This is an optimization exercise on Yosys and OpenROAD, whose aim is small area and a short achievable clock period, not a production implementation. RTL that was checked went through simulation tests only; none was proved equivalent to the original.

== try-cedar ==
## alu_top
module alu_top(CLK, OP1, OP2, OPRN, OUT, ZERO);
	input CLK;
	input [31:0] OP1;
	input [31:0] OP2;
	input [5:0] OPRN;
	output [31:0] OUT;
	output ZERO;
	reg [31:0] op1_q, op2_q;
	reg [5:0] oprn_q;
	reg [31:0] out_q;
	reg zero_q;
	wire [31:0] alu_out;
	wire alu_zero;
	ALU alu_inst(alu_out, alu_zero, op1_q, op2_q, oprn_q);
	always @(posedge CLK) begin
		op1_q <= OP1;
		op2_q <= OP2;
		oprn_q <= OPRN;
		out_q <= alu_out;
		zero_q <= alu_zero;
	end
	assign OUT = out_q;
	assign ZERO = zero_q;
endmodule
Settings: LEC_CHECK=0, CAP_MARGIN=20, CORE_MARGIN=2, CORE_UTILIZATION=40, SLEW_MARGIN=20, SYNTH_HIERARCHICAL=1, SYNTH_MINIMUM_KEEP_SIZE=0; clock period 29.5 ns.
run.sh (not shown) runs the stock make flow with config.mk's settings and CLKGATE_MAP_FILE= SYNTH_SCRIPT=/design/flow/synth_recipe.tcl, a recipe that flattens the netlist after the stock synthesis.
--- input diff try-cedar..try-onyx ---
--- a/flow/design.v
+++ b/flow/design.v
@@ -45,27 +45,27 @@
 	wire [31:0] arev;
 	genvar gi;
 	generate for (gi = 0; gi < 32; gi = gi + 1) begin : rev_a
 		assign arev[gi] = OP1[31-gi];
 	end endgenerate
 	wire [31:0] x = is_shr ? arev : OP1;
 	wire [32:0] yb = {OP2, 1'b0};
 	wire sh_ok = ~|OP2[31:5];
 	wire [15:0] one, two, neg;
 	generate for (gi = 0; gi < 16; gi = gi + 1) begin : enc
 		wire y0 = yb[2*gi], y1 = yb[2*gi+1], y2 = yb[2*gi+2];
 		wire hit = (OP2[4:1] == gi);
-		assign one[gi] = (is_sh & hit & ~OP2[0]) | (is_mul & (y0 ^ y1)) | (is_ari & (gi == 0));
-		assign two[gi] = (is_sh & hit & OP2[0]) | (is_mul & ((y2 & ~y1 & ~y0) | (~y2 & y1 & y0)));
-		assign neg[gi] = is_mul & y2;
+		assign one[gi] = is_sh ? (hit & ~OP2[0]) : (y0 ^ y1);
+		assign two[gi] = is_sh ? (hit & OP2[0]) : ((y2 & ~y1 & ~y0) | (~y2 & y1 & y0));
+		assign neg[gi] = ~is_sh & y2;
 	end endgenerate
 	wire pp0_0 = ((x[0] & one[0]) | (1'b0 & two[0])) ^ neg[0];
 	wire pp0_1 = ((x[1] & one[0]) | (x[0] & two[0])) ^ neg[0];
 	wire pp0_2 = ((x[2] & one[0]) | (x[1] & two[0])) ^ neg[0];
 	wire pp0_3 = ((x[3] & one[0]) | (x[2] & two[0])) ^ neg[0];
 	wire pp0_4 = ((x[4] & one[0]) | (x[3] & two[0])) ^ neg[0];
 	wire pp0_5 = ((x[5] & one[0]) | (x[4] & two[0])) ^ neg[0];
 	wire pp0_6 = ((x[6] & one[0]) | (x[5] & two[0])) ^ neg[0];
 	wire pp0_7 = ((x[7] & one[0]) | (x[6] & two[0])) ^ neg[0];
 	wire pp0_8 = ((x[8] & one[0]) | (x[7] & two[0])) ^ neg[0];
 	wire pp0_9 = ((x[9] & one[0]) | (x[8] & two[0])) ^ neg[0];
 	wire pp0_10 = ((x[10] & one[0]) | (x[9] & two[0])) ^ neg[0];
@@ -801,28 +801,28 @@
 	wire s217, c217;
 	fa u_fa217(s217, c217, c199, s213, s214);
 	wire s218, c218;
 	fa u_fa218(s218, c218, c200, c201, s215);
 	wire s219, c219;
 	fa u_fa219(s219, c219, c202, s216, c203);
 	wire s220, c220;
 	fa u_fa220(s220, c220, s217, s218, c204);
 	wire s221, c221;
 	fa u_fa221(s221, c221, s219, c205, s220);
 	wire hs17, hc17;
 	ha u_ha17(hs17, hc17, c206, s221);
-	wire [31:0] ms = {hs17, s207, hs16, s179, hs15, s153, hs14, s129, hs13, hs12, hs11, s88, hs10, s70, hs9, hs8, s47, hs7, s34, hs6, hs5, hs4, s15, hs3, hs2, s6, hs1, s2, hs0, s0, pp0_1, pp0_0};
-	wire [31:0] mc = {c207, 1'b0, c179, 1'b0, c153, 1'b0, c129, 1'b0, hc12, hc11, c88, 1'b0, c70, 1'b0, hc8, c47, 1'b0, c34, 1'b0, hc5, hc4, c15, 1'b0, hc2, c6, 1'b0, c2, 1'b0, c0, 1'b0, 1'b0, neg[0]};
-	wire [31:0] fx = ms;
-	wire [31:0] fy = mc | ({32{is_ari}} & (OP2 ^ {32{is_sub}}));
+	wire [31:0] ms = {c207, s207, c179, s179, c153, s153, c129, s129, hc12, hc11, c88, s88, c70, s70, hc8, c47, s47, c34, s34, hc5, hc4, c15, s15, hc2, c6, s6, c2, s2, c0, s0, pp0_1, pp0_0};
+	wire [31:0] mc = {hs17, 1'b0, hs16, 1'b0, hs15, 1'b0, hs14, 1'b0, hs13, hs12, hs11, 1'b0, hs10, 1'b0, hs9, hs8, 1'b0, hs7, 1'b0, hs6, hs5, hs4, 1'b0, hs3, hs2, 1'b0, hs1, 1'b0, hs0, 1'b0, 1'b0, neg[0]};
+	wire [31:0] fx = is_ari ? OP1 : ms;
+	wire [31:0] fy = is_ari ? (OP2 ^ {32{is_sub}}) : mc;
 	wire fci = is_ari & is_sub;
 	wire [31:0] pg_p = fx ^ fy;
 	wire [31:0] pg_g = fx & fy;
 	wire G0_0 = pg_g[0] | (pg_p[0] & fci);
 	wire G1_0 = pg_g[1] | (pg_p[1] & G0_0);
 	wire G3_2 = pg_g[3] | (pg_p[3] & pg_g[2]);
 	wire P3_2 = pg_p[3] & pg_p[2];
 	wire G5_4 = pg_g[5] | (pg_p[5] & pg_g[4]);
 	wire P5_4 = pg_p[5] & pg_p[4];
 	wire G7_6 = pg_g[7] | (pg_p[7] & pg_g[6]);
 	wire P7_6 = pg_p[7] & pg_p[6];
 	wire G9_8 = pg_g[9] | (pg_p[9] & pg_g[8]);
## What came out
- try-onyx: done, clean on timing, DRC and antenna
- Re horizontal extent of the die: try-cedar was lower than try-onyx.
- Between try-onyx and try-cedar, the clock network contribution to total cell area figures differ only marginally.
- Summary of try-onyx over try-cedar: detailed-route vias per instance went down; wire length reported by the detailed router grew by about 1.2%.
- | via count | higher: try-cedar |
For try-cedar, only the layout was checked, not whether the RTL still works.


== v22 ==
Another version of the RTL of alu_top (not shown whole).
For scale: ~1,800 cells after synthesis, ~100 I/O pins, roughly 17,000 sq um of cells after synthesis.
// alu_top
module alu_top(CLK, OP1, OP2, OPRN, OUT, ZERO);
	input CLK;
	input [31:0] OP1;
	input [31:0] OP2;
	input [5:0] OPRN;
	output [31:0] OUT;
	output ZERO;
	reg [31:0] op1_q, op2_q;
	reg [5:0] oprn_q;
	reg [31:0] out_q;
	reg zero_q;
	wire [31:0] alu_out;
	wire alu_zero;
	ALU alu_inst(alu_out, alu_zero, op1_q, op2_q, oprn_q);
	always @(posedge CLK) begin
		op1_q <= OP1;
		op2_q <= OP2;
		oprn_q <= OPRN;
		out_q <= alu_out;
		zero_q <= alu_zero;
	end
	assign OUT = out_q;
	assign ZERO = zero_q;
endmodule
clock: 29.5 ns
lec_check: 0
cap_margin: 20
core_margin: 2
core_utilization: 40
slew_margin: 20
synth_hierarchical: 1
synth_minimum_keep_size: 0
standard.sh (not shown) runs the stock make flow with config.mk's settings and CLKGATE_MAP_FILE= SYNTH_SCRIPT=/design/flow/synth_recipe.tcl, a recipe that flattens the netlist after the stock synthesis.
==> flow/flow/run.sh <==
#!/bin/bash
set -euo pipefail
bash standard.sh "BUFFER_PORTS_ARGS=-buffer_cell sky130_fd_sc_hd__buf_1" SETUP_SLACK_MARGIN=22 finish > standard_flow.log 2>&1
v22 completed every stage of the flow, and the final layout passed the timing, DRC and antenna checks.
### v22 -> v4
--- a/flow/design.v
+++ b/flow/design.v
@@ -809,38 +809,35 @@
 	wire s218, c218;
 	fa u_fa218(s218, c218, c200, c201, s215);
 	wire s219, c219;
 	fa u_fa219(s219, c219, c202, s216, c203);
 	wire s220, c220;
 	fa u_fa220(s220, c220, s217, s218, c204);
 	wire s221, c221;
 	fa u_fa221(s221, c221, s219, c205, s220);
 	wire hs17, hc17;
 	ha u_ha17(hs17, hc17, c206, s221);
 	wire [31:0] ms = {c207, s207, c179, s179, c153, s153, c129, s129, hc12, hc11, c88, s88, c70, s70, hc8, c47, s47, c34, s34, hc5, hc4, c15, s15, hc2, c6, s6, c2, s2, c0, s0, pp0_1, pp0_0};
-	wire [19:0] mcn = {hs17, hs16, hs15, hs14, hs13, hs12, hs11, hs10, hs9, hs8, hs7, hs6, hs5, hs4, hs3, hs2, hs1, hs0, by[1], neg0b};
 	wire [31:0] mc = {hs17, 1'b0, hs16, 1'b0, hs15, 1'b0, hs14, 1'b0, hs13, hs12, hs11, 1'b0, hs10, 1'b0, hs9, hs8, 1'b0, hs7, 1'b0, hs6, hs5, hs4, 1'b0, hs3, hs2, 1'b0, hs1, 1'b0, hs0, 1'b0, by[1], neg0b};
 	wire [31:0] lg = ({32{is_and}} & (OP1 & OP2)) | ({32{is_or}} & (OP1 | OP2)) | ({32{is_nor}} & ~(OP1 | OP2));
 	wire sh_zero = is_sh & ~sh_ok;   
 	wire sel_s = ~is_shr & ~is_log & ~sh_zero;
 	wire sel_r = is_shr & sh_ok;
 	wire zfix = is_log ? ~|lg : sh_zero;   
 	wire zuse = ~is_log;                  
-	alu_fin u_fin(OUT, ZERO, ms, mcn, fci, sel_s, sel_r, lg, zfix, zuse);
+	alu_fin u_fin(OUT, ZERO, ms, mc, fci, sel_s, sel_r, lg, zfix, zuse);
 endmodule
-module alu_fin(OUT, ZERO, ms, mcn, fci, sel_s, sel_r, lg, zfix, zuse);
+module alu_fin(OUT, ZERO, ms, mc, fci, sel_s, sel_r, lg, zfix, zuse);
 	output [31:0] OUT;
 	output ZERO;
-	input [31:0] ms, lg;
-	input [19:0] mcn;
-	wire [31:0] mc = {mcn[19], 1'b0, mcn[18], 1'b0, mcn[17], 1'b0, mcn[16], 1'b0, mcn[15], mcn[14], mcn[13], 1'b0, mcn[12], 1'b0, mcn[11], mcn[10], 1'b0, mcn[9], 1'b0, mcn[8], mcn[7], mcn[6], 1'b0, mcn[5], mcn[4], 1'b0, mcn[3], 1'b0, mcn[2], 1'b0, mcn[1], mcn[0]};
+	input [31:0] ms, mc, lg;
 	input fci, sel_s, sel_r, zfix, zuse;
 	wire [31:0] fx = ms;
 	wire [31:0] fy = mc;
 	wire [31:0] pg_p = fx ^ fy;
 	wire [31:0] pg_g = fx & fy;
 	wire G0_0 = pg_g[0] | (pg_p[0] & fci);
 	wire G1_0 = pg_g[1] | (pg_p[1] & G0_0);
 	wire G3_2 = pg_g[3] | (pg_p[3] & pg_g[2]);
 	wire P3_2 = pg_p[3] & pg_p[2];
 	wire G5_4 = pg_g[5] | (pg_p[5] & pg_g[4]);
 	wire P5_4 = pg_p[5] & pg_p[4];
Results
- Number of CTS-inserted buffers: v22 vs v4 identical
- On final-layout fill cell count, v22 and v4 are basically level.
- Between v22 and v4, the cell count after synthesis is higher for v4.
- The run showing the greater critical path depth is v4.
- Compared with v22, in v4 horizontal extent of the die grew by 1.3%; depth of the worst register-to-register path saw an increase; number of standard cells in the final layout excluding fillers higher.
- Compared to v22, the routing of v4 uses more wire.
The RTL of v4 was laid out without a check of its function.


alu_top, a different RTL version from the one above (not shown whole).
Size: roughly 1,900 cells after synthesis, about 100 I/O pins, roughly 17,000 µm² of cells after synthesis.
clock: 29.5 ns
lec_check: 0
cap_margin: 20
core_margin: 2
core_utilization: 40
slew_margin: 20
synth_hierarchical: 1
synth_minimum_keep_size: 0
==> flow/flow/run.sh <==
#!/bin/bash
set -euo pipefail
bash standard.sh SETUP_SLACK_MARGIN=21 finish > standard_flow.log 2>&1
Next try:
--- a/flow/design.v
+++ b/flow/design.v
@@ -40,34 +40,30 @@
 	wire is_nor = (op == 4'h8);
 	wire is_sh  = is_shl | is_shr;
 	wire is_log = is_and | is_or | is_nor;
 	wire is_sub = (op == 4'h2) | (op == 4'ha) | (op == 4'hb) | (op == 4'he) | (op == 4'hf);
 	wire is_ari = ~(is_mul | is_sh | is_log);
 	wire [31:0] arev;
 	genvar gi;
 	generate for (gi = 0; gi < 32; gi = gi + 1) begin : rev_a
 		assign arev[gi] = OP1[31-gi];
 	end endgenerate
-	wire m_rev = ~op[3] & op[2] & op[0];            
-	wire m_sh  = ~op[3] & op[2];                    
-	wire m_mul = ~op[3] & ~op[2] & op[1] & op[0];   
-	wire m_ari = op[3] | (~op[2] & ~(op[1] & op[0]));
-	wire [31:0] x = m_rev ? arev : OP1;
+	wire [31:0] x = is_shr ? arev : OP1;
 	wire [32:0] yb = {OP2, 1'b0};
 	wire sh_ok = ~|OP2[31:5];
 	wire [15:0] one, two, neg;
 	generate for (gi = 0; gi < 16; gi = gi + 1) begin : enc
 		wire y0 = yb[2*gi], y1 = yb[2*gi+1], y2 = yb[2*gi+2];
 		wire hit = (OP2[4:1] == gi);
-		assign one[gi] = (m_sh & hit & ~OP2[0]) | (m_mul & (y0 ^ y1)) | (m_ari & (gi == 0));
-		assign two[gi] = (m_sh & hit & OP2[0]) | (m_mul & ((y2 & ~y1 & ~y0) | (~y2 & y1 & y0)));
-		assign neg[gi] = m_mul & y2;
+		assign one[gi] = (is_sh & hit & ~OP2[0]) | (is_mul & (y0 ^ y1)) | (is_ari & (gi == 0));
+		assign two[gi] = (is_sh & hit & OP2[0]) | (is_mul & ((y2 & ~y1 & ~y0) | (~y2 & y1 & y0)));
+		assign neg[gi] = is_mul & y2;
 	end endgenerate
 	wire pp0_0 = ((x[0] & one[0]) | (1'b0 & two[0])) ^ neg[0];
 	wire pp0_1 = ((x[1] & one[0]) | (x[0] & two[0])) ^ neg[0];
 	wire pp0_2 = ((x[2] & one[0]) | (x[1] & two[0])) ^ neg[0];
 	wire pp0_3 = ((x[3] & one[0]) | (x[2] & two[0])) ^ neg[0];
 	wire pp0_4 = ((x[4] & one[0]) | (x[3] & two[0])) ^ neg[0];
 	wire pp0_5 = ((x[5] & one[0]) | (x[4] & two[0])) ^ neg[0];
 	wire pp0_6 = ((x[6] & one[0]) | (x[5] & two[0])) ^ neg[0];
 	wire pp0_7 = ((x[7] & one[0]) | (x[6] & two[0])) ^ neg[0];
 	wire pp0_8 = ((x[8] & one[0]) | (x[7] & two[0])) ^ neg[0];
After rerunning: The changed run produced a clean layout; setup slack is worse by 0.0059 ns; first-iteration DRC count fell by 24%; hold slack is worse by 0.22 ns; via count came out lower by 3.2%; sequential cell count stays the same; fmax hardly moves; die area barely changes; clock-buffer cell count is unchanged; synthesized area hardly moves; global-route usage shrinks by 0.70 points.
No functional check of the RTL was part of the second run of this note.


## old
alu_top, a different RTL version from the one above (not shown whole).
Size: ~1900 cells after synthesis, about 0.018 mm^2 of cells after synthesis.
clock: 29.5 ns
lec_check: 0
cap_margin: 20
core_margin: 2
core_utilization: 40
slew_margin: 20
synth_hierarchical: 1
synth_minimum_keep_size: 0
==> flow/flow/run.sh <==
#!/bin/bash
set -euo pipefail
bash standard.sh "BUFFER_PORTS_ARGS=-buffer_cell sky130_fd_sc_hd__buf_1" SETUP_SLACK_MARGIN=21.5 finish > standard_flow.log 2>&1
old finished every stage and its layout cleared the timing, DRC and antenna checks.
> inputs changed (old -> new)
--- a/flow/design.v
+++ b/flow/design.v
@@ -967,22 +967,29 @@
 	wire G31_0 = G31_16 | (P31_16 & G15_0);
 	wire [31:0] cy = {G30_0, G29_0, G28_0, G27_0, G26_0, G25_0, G24_0, G23_0, G22_0, G21_0, G20_0, G19_0, G18_0, G17_0, G16_0, G15_0, G14_0, G13_0, G12_0, G11_0, G10_0, G9_0, G8_0, G7_0, G6_0, G5_0, G4_0, G3_0, G2_0, G1_0, G0_0, fci};
 	wire [31:0] sum = pg_p ^ cy;
 	wire [31:0] srev;
 	genvar gi;
 	generate for (gi = 0; gi < 32; gi = gi + 1) begin : rev_s
 		assign srev[gi] = sum[31-gi];
 	end endgenerate
 	assign OUT = ({32{sel_s}} & sum) | ({32{sel_r}} & srev) | lg;
-	wire [31:0] zq = {fx[30:0] | fy[30:0], 1'b0} | {32{fci}};
-	wire zs = ~|(fx ^ fy ^ zq);
+	wire zs;
+	alu_zd u_zd(zs, pg_p, pg_p | pg_g, fci);
 	assign ZERO = zfix | (zuse & zs);
 endmodule
+module alu_zd(zs, p, t, fci);
+	output zs;
+	input [31:0] p, t;
+	input fci;
+	wire [31:0] zq = {t[30:0], 1'b0} | {32{fci}};
+	assign zs = ~|(p ^ zq);
+endmodule
 module ha(s, co, a, b);
 	input a, b;
 	output s, co;
 	assign s = a ^ b;
 	assign co = a & b;
 endmodule
 module fa(s, co, a, b, c);
 	input a, b, c;
 	output s, co;
### Flow results
- Changes observed in new relative to old: total number of tap cells increased by about 1.2% relative to the old numbers; met2 wirelength from detailed routing -about 0.6%; first-iteration DRC count fell 15%; setup slack rose 0.025 ns.
- Count of placed standard cells including taps (new vs. old) increases by a few percent
- new vs. old: layout clock buffer count went up by 1.
No functional check of the RTL was part of new.

==> static timing again, ports no longer ideal <==
No port has a modelled driver above. Below, the same layouts with a new extraction and two added sets of constraints.
Step 1: set_driving_cell puts a clkbuf_16 on CLK and a buf_2 on each other input, an assumption about the parent block.
Step 2 times the ports against the registers' clock, not the clock port: input delays grow and output delays shrink by t, the midpoint of the rising clock arrivals with the driver on.
Three values: ideal ports, drivers, drivers and shift; two values: the first two.
run	shift t [ns]	setup WS [ns]	latest minus earliest clock arrival (ns)	worst slew at a driven data input, ns
try-cedar	0.391	19.409 / 19.409 / 19.409	0.014 / 0.014	0.07
try-onyx	0.419	20.760 / 20.760 / 20.760	0.007 / 0.008	0.06
v22	0.386	22.257 / 22.257 / 22.257	0.006 / 0.007	0.04
v4	0.384	22.176 / 22.176 / 22.176	0.010 / 0.010	0.04
the first run of note 3	0.384	21.245 / 21.245 / 21.245	0.014 / 0.015	0.06
the second run of note 3	0.390	21.240 / 21.240 / 21.240	0.014 / 0.015	0.07
old	0.406	21.634 / 21.634 / 21.634	0.009 / 0.009	0.04
new	0.399	21.659 / 21.659 / 21.659	0.012 / 0.011	0.04
After both steps every run listed still meets setup and hold.
